This design comes from an exercise in tuning for small area, a short achievable clock period and few clock cycles on the open sky130 flow, not from production work.

run a:
==> flow/design.v (excerpt) <==
module hex2dec (
    input start,
    input [15:0] hex_data,
    output [7:0] ascii_data,
    output reg valid,
    output ready,
    input clk,
    input rstn
);
==> module hex2dec, before the edit <==
module hex2dec (
    input start,
    input [15:0] hex_data,
    output [7:0] ascii_data,
    output reg valid,
    output ready,
    input clk,
    input rstn
);
    reg [16:0] r;
    reg [3:0]  dig;
    reg [2:0]  ph;       
    assign ready = (ph == 3'd4) || (ph == 3'd7);
    wire accept = start & ready;
    function automatic ge(input [12:0] x, input [12:0] k);
        integer i;
        begin
            ge = 1'b1;
            for (i = 0; i < 13; i = i + 1)
                ge = k[i] ? (x[i] & ge) : (x[i] | ge);
        end
    endfunction
    wire [12:0] rh = r[16:4];
    wire [9:0] g;
    assign g[0] = 1'b1;
    genvar k;
    generate
        for (k = 1; k < 10; k = k + 1) begin : cmp
            assign g[k] = ge(rh, 625 * k);
        end
    endgenerate
    wire [9:0] oh = g & ~{1'b0, g[9:1]};     
    reg [3:0]  q;
    reg [11:0] c;        
    integer j;
    always @(*) begin
        q = 4'd0;
        c = 12'd0;
        for (j = 1; j < 10; j = j + 1) begin
            q = q | ({4{oh[j]}} & j[3:0]);
            c = c | ({12{oh[j]}} & 12'((j * 3125) % 4096));
        end
    end
    wire [16:0] t = {r[15:0], 1'b0} + {r[13:0], 3'b000};    
    wire [16:0] r_next = {t[16:5] - c, t[4:0]};
    always @(posedge clk)
        r <= accept ? {1'b0, hex_data} : r_next;
    always @(posedge clk)
        dig <= q;
    always @(posedge clk or negedge rstn)
        if (!rstn) begin
            ph <= 3'd6;
            valid <= 1'b0;
        end else begin
            valid <= (ph <= 3'd4);
            if (accept)
                ph <= 3'd0;
            else if (ph >= 3'd4)
                ph <= 3'd7;
            else
                ph <= ph + 3'd1;
        end
    assign ascii_data = {4'h3, dig};
endmodule
clock: 6.0 ns
lec_check: 0
cap_margin: 20
core_margin: 2
core_utilization: 40
slew_margin: 20
standard.sh (not shown) runs the stock make flow with config.mk's settings and CLKGATE_MAP_FILE= SYNTH_SCRIPT=/design/flow/synth_recipe.tcl, a recipe that flattens the netlist after the stock synthesis.
==> flow/flow/run.sh <==
#!/bin/bash
# Own layout flow: the standard synthesis, then its combinational logic mapped
# again by ABC for area (flip-flops kept as the standard synthesis made them:
# same instances, names and cells), then the standard flow from floorplan on.
set -euo pipefail
W=$(pwd)
R=$W/orfs/results/$FLOW_PLATFORM/hex2dec/base
L=$W/orfs/logs/$FLOW_PLATFORM/hex2dec/base
LIB=$FLOW_HOME/platforms/$FLOW_PLATFORM/lib/sky130_fd_sc_hd__tt_025C_1v80.lib
YOSYS=yosys
[[ -x $FLOW_HOME/../tools/install/yosys/bin/yosys ]] && YOSYS=$FLOW_HOME/../tools/install/yosys/bin/yosys
# ABC script for the second mapping: delay-targeted mapping with gate sizing
ABC_ARGS="-script $W/flow/abc.script"

bash standard.sh synth > $W/log_standard_synth.txt 2>&1
cp $R/1_2_yosys.v $W/standard_1_2_yosys.v

$YOSYS -q -l $W/log_cells.txt -p "read_liberty -ignore_miss_func $LIB; write_verilog -noattr $W/cells_all.v" > /dev/null
python3 $W/flow/comb_cells.py $W/cells_all.v $W/cells_comb.v

DU=$(grep -o -- "-dont_use [^ ]*" $L/1_2_yosys.log | sort -u | tr '\n' ' ')
cat > $W/resynth.ys <<EOY
read_liberty -lib $LIB
read_verilog $W/standard_1_2_yosys.v
hierarchy -top $FLOW_TOP
techmap -map $W/cells_comb.v
techmap
opt -fast
opt -purge
abc $ABC_ARGS -liberty $LIB $DU
opt_clean -purge
hilomap -singleton -hicell sky130_fd_sc_hd__conb_1 HI -locell sky130_fd_sc_hd__conb_1 LO
insbuf -buf sky130_fd_sc_hd__buf_4 A X
opt_clean -purge
stat -liberty $LIB
check -assert -mapped
write_verilog -noattr -nohex -nodec $W/resynth.v
EOY
$YOSYS -l $W/log_resynth.txt $W/resynth.ys > /dev/null
cp $W/resynth.v $R/1_2_yosys.v
rm -f $R/1_synth.odb
bash standard.sh "BUFFER_PORTS_ARGS=-buffer_cell sky130_fd_sc_hd__buf_1" finish > $W/log_standard_finish.txt 2>&1
==> flow/flow/abc.script <==
strash
balance
rewrite
refactor
balance
rewrite
rewrite -z
balance
refactor -z
rewrite -z
balance
balance
rewrite
refactor
balance
rewrite
rewrite -z
balance
refactor -z
rewrite -z
balance
dch -f
map -D 1800
buffer
upsize -D 1800
dnsize -D 1800
==> flow/flow/comb_cells.py <==
# Keep the combinational cells from Yosys's functional models of the
# library (read_liberty output): no flip-flops, latches, tie or tristate cells.
import re, sys
src = open(sys.argv[1]).read()
out = []
for body, name in re.findall(r'(module (\S+?)\(.*?endmodule)', src, re.S):
    if 'always' in body or ' reg ' in body or 'conb' in name or "'z" in body or 'bz' in body:
        continue
    if 'assign' not in body:
        continue
    out.append(body)
open(sys.argv[2], 'w').write('\n\n'.join(out) + '\n')
### run a -> run b
-- flow/design.v --
<<< run a, line 5
    output [7:0] ascii_data,
    output reg valid,
    output ready,
    input clk,
    input rstn
);
    reg [16:0] r;
    reg [3:0]  dig;
    reg [2:0]  ph;       
    assign ready = (ph == 3'd4) || (ph == 3'd7);
    wire accept = start & ready;
    function automatic ge(input [12:0] x, input [12:0] k);
>>> run b, line 5
    output [7:0] ascii_data,
    output reg valid,
    output reg ready,
    input clk,
    input rstn
);
    reg [16:0] r;
    reg [2:0]  ph;       
    wire accept = start & ready;
    function automatic ge(input [12:0] x, input [12:0] k);
<<< run a, line 47
    always @(posedge clk)
        r <= accept ? {1'b0, hex_data} : r_next;
    always @(posedge clk)
        dig <= q;
    always @(posedge clk or negedge rstn)
        if (!rstn) begin
            ph <= 3'd6;
            valid <= 1'b0;
        end else begin
            valid <= (ph <= 3'd4);
            if (accept)
                ph <= 3'd0;
            else if (ph >= 3'd4)
                ph <= 3'd7;
            else
                ph <= ph + 3'd1;
        end
    assign ascii_data = {4'h3, dig};
endmodule
>>> run b, line 45
    always @(posedge clk)
        r <= accept ? {1'b0, hex_data} : r_next;
    reg [2:0] ph_next;
    always @(*)
        if (accept)
            ph_next = 3'd0;
        else if (ph >= 3'd4)
            ph_next = 3'd7;
        else
            ph_next = ph + 3'd1;
    always @(posedge clk or negedge rstn)
        if (!rstn) begin
            ph <= 3'd7;
            valid <= 1'b0;
            ready <= 1'b0;
        end else begin
            ph <= ph_next;
            valid <= (ph_next != 3'd7);
            ready <= (ph_next == 3'd4) || (ph_next == 3'd7);
        end
    assign ascii_data = {4'h3, q};
endmodule
## What came out
Run b: done, clean on timing, DRC and antenna
Run a went all the way through the flow, and no timing, DRC or antenna check failed.
When the final numbers for run a and run b were put side by side, the cell area after layout turned out to be greater in run b.
Comparing count of plain and timing-repair buffers for run a and run b, the bigger number came from run b.
Diff run a -> run b: worst setup slack went down, global-route wire length before repair went up.
No run of this note included a check of the RTL's function; only the layout flow was run.

==> re-timing with driven ports <==
No port has a modelled driver above. Below, the same layouts with a new extraction and two added sets of constraints. Step 1 assumes that a clkbuf_16 drives the clock port and a buf_2 every other input. Step 2 adds t to the input delays and takes it off the output delays; t is the mean of the earliest and latest rising clock arrival at the registers after step 1. Input paths then give back, and output paths get back, about the clock's delay inside the block. a / b / c = no drivers / after step 1 / after step 2; a / b = the first two.
run | t, ns | setup slack, ns | worst setup path at the end | cell pins on the clock port's net
run a | 0.305 | 3.011 / 3.011 / 3.011 | register to register | 1
run b | 0.282 | 2.565 / 2.542 / 2.824 | register to output | 1
After both steps setup and hold are still met in every run listed.
